Background: an optimization exercise with open tools, aiming at small area, a short achievable clock period and few clock cycles per item. Do not read the settings as production practice. Function was checked by simulation only, so behaviour that the tests miss may differ from the original. Power is estimated from default activity; no workload was simulated.

Setup of the baseline:
## cache
module cache (
    input   logic           clk,
    input   logic           rst,
    input   logic   [31:0]  ufp_addr,
    input   logic   [3:0]   ufp_rmask,
    input   logic   [3:0]   ufp_wmask,
    output  logic   [31:0]  ufp_rdata,
    input   logic   [31:0]  ufp_wdata,
    output  logic           ufp_resp,
    output  logic   [31:0]  dfp_addr,
    output  logic           dfp_read,
    output  logic           dfp_write,
    input   logic   [255:0] dfp_rdata,
    output  logic   [255:0] dfp_wdata,
    input   logic           dfp_resp
);
logic [255:0] line_q  [8];
logic [25:0]  tag_q   [8];
logic [7:0]   valid_q ;
logic [7:0]   dirty_q ;
logic [2:0]   plru_q  [2];
logic         st_wb ;       
logic         st_rd ;       
logic         resp_r ;
logic         wrhit_r ;     
logic [31:0]  rdata_r ;
logic [255:0] wb_r ;
logic [25:0]  dtag_r ;      
logic [31:2]  addr_r ;
logic [31:0]  wdata_r ;
logic [3:0]   wmask_r ;
logic [7:0]   lsel_r ;      
wire ready  = ~st_wb & ~st_rd ;
  ...
Size in the first run: roughly 7,200 cells after synthesis, ~650 I/O pins, ~0.12 sq mm of cells after synthesis.
Settings: LEC_CHECK=0, CAP_MARGIN=35, CORE_MARGIN=2, CORE_UTILIZATION=50, CTS_CLUSTER_DIAMETER=80, CTS_CLUSTER_SIZE=20, SLEW_MARGIN=35, SYNTH_MEMORY_MAX_BITS=65536; clock period 11.0 ns.
standard.sh (not shown) runs the stock make flow with config.mk's settings and CLKGATE_MAP_FILE= SYNTH_SCRIPT=/design/flow/synth_recipe.tcl, a recipe that flattens the netlist after the stock synthesis.
==> flow/flow/run.sh <==
#!/bin/bash
# Standard layout (settings from config.mk) with two changes: ports are
# buffered with buf_1 (resized later where timing needs it), and
# repair_timing aims for 7.2 ns of setup slack so that it keeps improving
# the achieved period.  make's output goes to flow.log.
set -euo pipefail
bash standard.sh SETUP_SLACK_MARGIN=7.2 "BUFFER_PORTS_ARGS=-buffer_cell sky130_fd_sc_hd__buf_1" finish > flow.log 2>&1
Testbench counts of the baseline, summed over its fixed seeds: cycles 93,084, requests 16,000.
Edits applied to the flow inputs when going from the baseline to the candidate:
# the baseline
export LEC_CHECK = 0
export CAP_MARGIN = 35
export CORE_MARGIN = 2
export CORE_UTILIZATION = 50
export CTS_CLUSTER_DIAMETER = 80
export CTS_CLUSTER_SIZE = 20
export SLEW_MARGIN = 35
export SYNTH_MEMORY_MAX_BITS = 65536
create_clock -name core_clock -period 11.0 [get_ports {clk}]
# the candidate
export LEC_CHECK = 0
export CAP_MARGIN = 35
export CORE_MARGIN = 2
export CORE_UTILIZATION = 40
export CTS_CLUSTER_DIAMETER = 80
export CTS_CLUSTER_SIZE = 20
export SLEW_MARGIN = 35
export SYNTH_MEMORY_MAX_BITS = 65536
create_clock -name core_clock -period 11.0 [get_ports {clk}]
## What came out
Looking at clock period minus final worst setup slack across both flows, the candidate is the stronger of the two, with the baseline trailing. Floorplan die height up 57 microns in the candidate wrt the baseline. The candidate does better than the baseline on setup slack. The candidate falls short of the baseline in half-perimeter wire length after detailed placement. On portion of the clock cycle consumed by the worst path in the final layout, the candidate tracks the baseline almost exactly. Between the baseline and the candidate, critical path depth decreased. Between the baseline and the candidate, the via count does not differ in any meaningful way. The candidate vs the baseline, total routing resource utilization after global routing went down by 8.6 points.


cache, a different RTL version from the one above (not shown whole).
Size: about 7400 cells after synthesis, roughly 2700 flip-flops, roughly 650 I/O pins, about 120000 µm² of cells after synthesis.
==> flow/design.v (excerpt) <==
module cache (
    input   logic           clk,
    input   logic           rst,
    input   logic   [31:0]  ufp_addr,
    input   logic   [3:0]   ufp_rmask,
    input   logic   [3:0]   ufp_wmask,
    output  logic   [31:0]  ufp_rdata,
    input   logic   [31:0]  ufp_wdata,
    output  logic           ufp_resp,
    output  logic   [31:0]  dfp_addr,
    output  logic           dfp_read,
    output  logic           dfp_write,
    input   logic   [255:0] dfp_rdata,
    output  logic   [255:0] dfp_wdata,
    input   logic           dfp_resp
);
logic [255:0] line_q  [8];
logic [25:0]  tag_q   [8];
logic [7:0]   valid_q ;
logic [7:0]   dirty_q ;
logic [2:0]   plru_q  [2];
logic         st_wb ;       
logic         st_rd ;       
logic         resp_r ;
logic         wrhit_r ;     
logic [31:0]  rdata_r ;
logic [255:0] wb_r ;
logic [25:0]  dtag_r ;      
logic [31:2]  addr_r ;
logic [31:0]  wdata_r ;
logic [3:0]   wmask_r ;
logic [7:0]   lsel_r ;      
wire ready  = ~st_wb & ~st_rd ;
wire accept = ready & ((|ufp_rmask) | (|ufp_wmask)) ;
wire is_wr  = |ufp_wmask ;
wire        in_set = ufp_addr[5] ;
wire [25:0] in_tag = ufp_addr[31:6] ;
wire [2:0]  in_off = ufp_addr[4:2] ;
logic [7:0] hit8 ;
logic [3:0] hitv ;
logic [3:0] vic ;
logic [3:0] vic0, vic1 ;    
logic [2:0] p ;
logic [2:0] pnext ;
logic [3:0] wayv ;
logic [7:0] lsel ;
logic [7:0] vsel ;
logic       hit ;
logic       vdirty ;
logic [25:0] vtag ;
always_comb
begin
   for (int l = 0; l < 8; l++)
      hit8[l] = valid_q[l] && (tag_q[l] == in_tag) ;
   hitv = in_set ? hit8[7:4] : hit8[3:0] ;
   hit  = |hitv ;
   p    = in_set ? plru_q[1] : plru_q[0] ;
   vic  = in_set ? vic1 : vic0 ;
   wayv = hit ? hitv : vic ;
   lsel = in_set ? {wayv, 4'b0000} : {4'b0000, wayv} ;
   vsel = in_set ? {vic, 4'b0000} : {4'b0000, vic} ;
   vdirty = 1'b0 ;
   vtag   = '0 ;
   for (int l = 0; l < 8; l++) begin
      vdirty = vdirty | (vsel[l] & valid_q[l] & dirty_q[l]) ;
  ...
export LEC_CHECK = 0
export CAP_MARGIN = 35
export CORE_MARGIN = 2
export CORE_UTILIZATION = 40
export CTS_CLUSTER_DIAMETER = 80
export CTS_CLUSTER_SIZE = 20
export SLEW_MARGIN = 35
export SYNTH_MEMORY_MAX_BITS = 65536
create_clock -name core_clock -period 11.0 [get_ports {clk}]
==> flow/flow/run.sh <==
#!/bin/bash
# Standard layout (settings from config.mk) with two changes: ports are
# buffered with buf_1 (resized later where timing needs it), and
# repair_timing aims for 7.5 ns of setup slack so that it keeps improving
# the achieved period.  make's output goes to flow.log.
set -euo pipefail
bash standard.sh SETUP_SLACK_MARGIN=7.5 "BUFFER_PORTS_ARGS=-buffer_cell sky130_fd_sc_hd__buf_1" finish > flow.log 2>&1
The baseline went through all stages and came out clean.
Testbench counts at the start, summed over its fixed seeds: cycles 93,084, requests 16,000.
Rerun with:
==> flow/flow/run.sh (replaced) <==
#!/bin/bash
# Standard layout (settings from config.mk) with two changes: ports are
# buffered with buf_1 (resized later where timing needs it), and
# repair_timing aims for 7.2 ns of setup slack so that it keeps improving
# the achieved period.  make's output goes to flow.log.
set -euo pipefail
bash standard.sh SETUP_SLACK_MARGIN=7.2 "BUFFER_PORTS_ARGS=-buffer_cell sky130_fd_sc_hd__buf_1" finish > flow.log 2>&1
=> The new run completed without violations. Cell count is lower by 0.55%. Worst hold slack is about the same. Clock power stays flat. Power is lower by 3.6%. Synthesized area does not change. Global-route usage is lower by 0.18 points. Setup slack degrades by 0.0041 ns. First-iteration DRC count is lower by 3.3%.
Rerun with:
Settings changed: CTS_CLUSTER_DIAMETER 80 to 100, CTS_CLUSTER_SIZE 20 to 25.
Final area drops slightly. Synthesized area is unchanged. Routed wire length grows slightly. Sequential power is about the same. Clock power went down by roughly a tenth. Maximum frequency rises slightly. Count of clock-buffer cells in the layout shrinks by 46.


old:
Another version of the RTL of cache (not shown whole).
Size: roughly 6,900 cells after synthesis, about 0.12 mm^2 of cells after synthesis.
## cache
module cache (
    input   logic           clk,
    input   logic           rst,
    input   logic   [31:0]  ufp_addr,
    input   logic   [3:0]   ufp_rmask,
    input   logic   [3:0]   ufp_wmask,
    output  logic   [31:0]  ufp_rdata,
    input   logic   [31:0]  ufp_wdata,
    output  logic           ufp_resp,
    output  logic   [31:0]  dfp_addr,
    output  logic           dfp_read,
    output  logic           dfp_write,
    input   logic   [255:0] dfp_rdata,
    output  logic   [255:0] dfp_wdata,
    input   logic           dfp_resp
);
export LEC_CHECK = 0
export CAP_MARGIN = 20
export CORE_MARGIN = 2
export CORE_UTILIZATION = 40
export SLEW_MARGIN = 20
export SYNTH_MEMORY_MAX_BITS = 65536
create_clock -name core_clock -period 11.0 [get_ports {clk}]
==> flow/flow/run.sh <==
#!/bin/bash
# Standard layout, with repair_timing aiming for 6 ns of setup slack.
set -euo pipefail
bash standard.sh SETUP_SLACK_MARGIN=6 finish > flow.log 2>&1
Testbench counts of old, summed over its fixed seeds: cycles 93,084, requests 16,000.
Input-level comparison between new and old:
- SETUP_SLACK_MARGIN: unset -> 5
==> flow/run.sh (new file) <==
#!/bin/bash
# synth_recipe.tcl (not shown) runs the flow's synth.tcl, then flattens the netlist and writes it again
# the make line also repeats each setting of config.mk as NAME=value (left out here)
make -C /OpenROAD-flow-scripts/flow DESIGN_CONFIG=/design/flow/config.mk WORK_HOME=/design/flow/orfs CLKGATE_MAP_FILE= SYNTH_SCRIPT=/design/flow/synth_recipe.tcl finish
removed: flow/flow/run.sh
removed: flow/standard.sh
Notes after the runs:
Higher post-layout instance area was reported by old, not new.
Taking old as the reference, in new part of the cycle the worst path needs picked up an extra 6.1 points; total number of cells along the worst setup path picked up an extra 3; routed wire length lost 0.42%.

separate check: timing with driven ports:
In the flow no input, the clock included, has a driving cell. The finished layouts below were timed again as built, in two steps.
Step 1, drivers: a clkbuf_16 drives clk and a buf_2 each remaining input, both assumed.
Step 2, shift: input delay + t, output delay - t, t = (earliest + latest rising clock arrival at the registers) / 2. This alone moves slack from input paths to output paths.
Slacks: ideal / step 1 / step 2; pairs: ideal / step 1.
run | t, ns | slack for setup (ns) | worst register clock-pin slew, ns
the baseline | 0.970 | 6.986 / 6.940 / 5.971 | 0.09 / 0.09
the candidate | 1.001 | 6.999 / 6.992 / 5.991 | 0.09 / 0.09
the first run of note 2 | 0.984 | 7.080 / 7.025 / 6.060 | 0.09 / 0.09
the second run of note 2 | 0.974 | 7.076 / 7.041 / 6.068 | 0.09 / 0.09
the third run of note 2 | 0.965 | 7.105 / 7.075 / 6.110 | 0.11 / 0.11
old | 1.002 | 5.799 / 5.808 / 4.806 | 0.07 / 0.07
new | 1.004 | 5.131 / 5.162 / 4.157 | 0.07 / 0.07
After both steps setup and hold are still met in every run listed. The setup slack of the first run of note 2, which loses most, moves by -0.055 ns with the drivers and by -1.020 ns with both steps.
